This design comes from an exercise in tuning for small area on the open sky130 flow, not from production work. RTL that was checked went through simulation tests only; none was proved equivalent to the original. Power is estimated from default activity; no workload was simulated.

## the reference run
## PicosOmpSsManager
module PicosOmpSsManager #(
    parameter MAX_ACCS = 16,
    parameter MAX_ACC_CREATORS = 16,
    parameter MAX_ACC_TYPES = 16,
    parameter CMDIN_SUBQUEUE_LEN = 64,
    parameter CMDOUT_SUBQUEUE_LEN = 64,
    parameter SPAWNIN_QUEUE_LEN = 1024,
    parameter SPAWNOUT_QUEUE_LEN = 1024,
    parameter LOCK_SUPPORT = 0,
    parameter ENABLE_SPAWN_QUEUES = 0,
    parameter AXILITE_INTF = 0,
    parameter ENABLE_TASK_CREATION = 0,
    parameter DBG_AVAIL_COUNT_EN = 0,
    parameter DBG_AVAIL_COUNT_W = 1,
    parameter [MAX_ACC_TYPES*8-1:0]  SCHED_COUNT = 0,
    parameter [MAX_ACC_TYPES*8-1:0]  SCHED_ACCID = 0,
    parameter [MAX_ACC_TYPES*32-1:0] SCHED_TTYPE = 0,
    parameter MAX_ARGS_PER_TASK = 15,
    parameter MAX_DEPS_PER_TASK = 8,
    parameter MAX_COPS_PER_TASK = 15,
    localparam ACC_BITS = $clog2(MAX_ACCS)
) (
    input  clk,
    input  rstn,
    input  cmdout_in_tvalid,
    output cmdout_in_tready,
    input  [ACC_BITS-1:0] cmdout_in_tid,
    input  [63:0] cmdout_in_tdata,
    output cmdin_out_tvalid,
    input  cmdin_out_tready,
    output [ACC_BITS-1:0] cmdin_out_tdest,
    output [63:0] cmdin_out_tdata,
    output cmdin_out_tlast,
    output cmdin_queue_en,
    output [7:0] cmdin_queue_we,
    output [31:0] cmdin_queue_addr,
    output [63:0] cmdin_queue_din,
    input  [63:0] cmdin_queue_dout,
    output cmdout_queue_en,
    output [7:0] cmdout_queue_we,
    output [31:0] cmdout_queue_addr,
    output [63:0] cmdout_queue_din,
    input  [63:0] cmdout_queue_dout
);
For scale: about 1400 cells after synthesis, ~480 I/O pins.
export LEC_CHECK = 0
export CAP_MARGIN = 20
export CORE_MARGIN = 2
export CORE_UTILIZATION = 40
export PLACE_DENSITY = 0.6
export SLEW_MARGIN = 20
create_clock -name core_clock -period 6.0 [get_ports {clk}]
standard.sh (not shown) runs the stock make flow with config.mk's settings and CLKGATE_MAP_FILE= SYNTH_SCRIPT=/design/flow/synth_recipe.tcl, a recipe that flattens the netlist after the stock synthesis.
==> flow/flow/run.sh <==
#!/bin/bash
# Standard ORFS layout with three changes:
#  - port buffers use the smallest buffer cell (buf_1);
#  - one tie cell drives all constant outputs (no tie fan-out repair);
#  - clock tree from clkbuf_4 in small sink clusters, without dummy loads.
set -euo pipefail
export BUFFER_PORTS_ARGS="-buffer_cell sky130_fd_sc_hd__buf_1"
export SKIP_REPAIR_TIE_FANOUT=1
export CTS_ARGS="-sink_clustering_enable -repair_clock_nets -buf_list sky130_fd_sc_hd__clkbuf_8 -sink_clustering_size 16 -sink_clustering_max_diameter 60 -dont_use_dummy_load"
bash standard.sh "BUFFER_PORTS_ARGS=$BUFFER_PORTS_ARGS" SKIP_REPAIR_TIE_FANOUT=1 "CTS_ARGS=$CTS_ARGS" finish > standard.log 2>&1
In summary, the reference run completed successfully, with a layout that passed the timing, DRC and antenna checks.
Input changes introduced in the trial run (baseline for comparison: the reference run):
==> flow/flow/run.sh <==
#!/bin/bash
# Standard ORFS layout with three changes:
#  - port buffers use the smallest buffer cell (buf_1);
#  - one tie cell drives all constant outputs (no tie fan-out repair);
#  - clock tree from clkbuf_4 in small sink clusters, without dummy loads.
set -euo pipefail
export BUFFER_PORTS_ARGS="-buffer_cell sky130_fd_sc_hd__buf_1"
export SKIP_REPAIR_TIE_FANOUT=1
export CTS_ARGS="-sink_clustering_enable -repair_clock_nets -buf_list sky130_fd_sc_hd__clkbuf_4 -sink_clustering_size 8 -sink_clustering_max_diameter 50 -dont_use_dummy_load"
bash standard.sh "BUFFER_PORTS_ARGS=$BUFFER_PORTS_ARGS" SKIP_REPAIR_TIE_FANOUT=1 "CTS_ARGS=$CTS_ARGS" finish > standard.log 2>&1
-- flow/config.mk --
<<< the reference run, line 7
export LEC_CHECK = 0
export CAP_MARGIN = 20
>>> the trial run, line 7
export LEC_CHECK = 0
export ABC_AREA = 1
export CAP_MARGIN = 20
Notes after the runs:
- In the trial run the number of placed cells counting well taps turned out 21% higher than in the reference run.
- Per the comparison of the trial run with the reference run, share of cell area taken by flip-flops and latches has decreased; time the worst path needs with I/O delays and setup went down 0.28 ns; clock-buffer cell count increased by about 65% relative to the old numbers.

---

PicosOmpSsManager, a different RTL version from the one above (not shown whole).
Size: about 410 flip-flops, roughly 480 I/O pins, about 0.020 mm^2 of cells after synthesis.
==> flow/config.mk <==
export PLATFORM = sky130hd
export DESIGN_NAME = PicosOmpSsManager
export DESIGN_NICKNAME = PicosOmpSsManager
export VERILOG_FILES = /design/flow/design.v
export SDC_FILE = /design/flow/constraint.sdc
export NUM_CORES = 4
export LEC_CHECK = 0
export CAP_MARGIN = 20
export CORE_MARGIN = 2
export CORE_UTILIZATION = 40
export CTS_BUF_LIST = sky130_fd_sc_hd__clkbuf_8
export PLACE_DENSITY = 0.6
export SLEW_MARGIN = 20
==> flow/constraint.sdc <==
create_clock -name core_clock -period 6.0 [get_ports {clk}]
set_input_delay 1.2000 -clock core_clock [delete_from_list [all_inputs] [get_ports {clk}]]
set_output_delay 1.2000 -clock core_clock [all_outputs]
set_load 0.01 [all_outputs]
==> flow/flow/run.sh <==
#!/bin/bash
# Standard ORFS layout, with the port buffers made of the smallest buffer cell.
set -euo pipefail
export BUFFER_PORTS_ARGS="-buffer_cell sky130_fd_sc_hd__buf_1"
bash standard.sh "BUFFER_PORTS_ARGS=$BUFFER_PORTS_ARGS" finish > standard.log 2>&1
Then changed:
Settings changed: CORE_UTILIZATION 40 to 60, CTS_BUF_LIST sky130_fd_sc_hd__clkbuf_8 to sky130_fd_sc_hd__clkbuf_4, CTS_CLUSTER_DIAMETER from default to 50, CTS_CLUSTER_SIZE from default to 10, PLACE_DENSITY 0.6 to 0.75.
Result:
- core utilization went up by 19 points
- cell area shrinks by about 4.4%
- power decreases by about 12%
- global-route usage rose by 8.7 points
- clock power fell by 35%
Then changed:
Settings changed: CORE_UTILIZATION 60 to 40, CTS_BUF_LIST sky130_fd_sc_hd__clkbuf_4 to default, CTS_CLUSTER_DIAMETER 50 to default, CTS_CLUSTER_SIZE 10 to default, PLACE_DENSITY 0.75 to 0.6.
Cell area grows by a few percent.
Sequential share of layout area shrinks by 2.7 points.
Via count shrinks slightly.
Setup slack gets better by 0.33 ns.
Combinational power hardly moves.
Total power grows by about a fifth.
Routed wire length hardly moves.
Clock-buffer cell count shrinks by 11.
Function was not checked in any run of this note: the RTL went through the layout flow alone.

port drivers added, routing unchanged:
No port has a modelled driver above. Below, the same layouts with a new extraction and two added sets of constraints.
Step 1 assumes that a clkbuf_16 drives the clock port and a buf_2 every other input.
Step 2 times the ports against the registers' clock, not the clock port: input delays grow and output delays shrink by t, the midpoint of the rising clock arrivals with the driver on.
a / b / c = ideal ports / drivers / drivers and shift; a / b = the first two.
| run | t (ns) | setup WS [ns] | worst register clock-pin slew, ns | worst data-port slew with drivers (ns) | pins driven straight from the clock port |
|---|---|---|---|---|---|
| the reference run | 0.633 | 1.416 / 1.365 / 1.997 | 0.10 / 0.10 | 0.07 | 1 |
| the trial run | 0.828 | 1.698 / 1.648 / 1.885 | 0.10 / 0.10 | 0.06 | 1 |
| the first run of note 2 | 0.671 | 1.305 / 1.256 / 1.830 | 0.07 / 0.07 | 0.11 | 1 |
| the second run of note 2 | 0.742 | 1.162 / 1.114 / 1.793 | 0.12 / 0.12 | 0.10 | 1 |
| the third run of note 2 | 0.625 | 1.493 / 1.436 / 1.837 | 0.06 / 0.06 | 0.09 | 1 |
After both steps setup and hold are still met in every run listed.
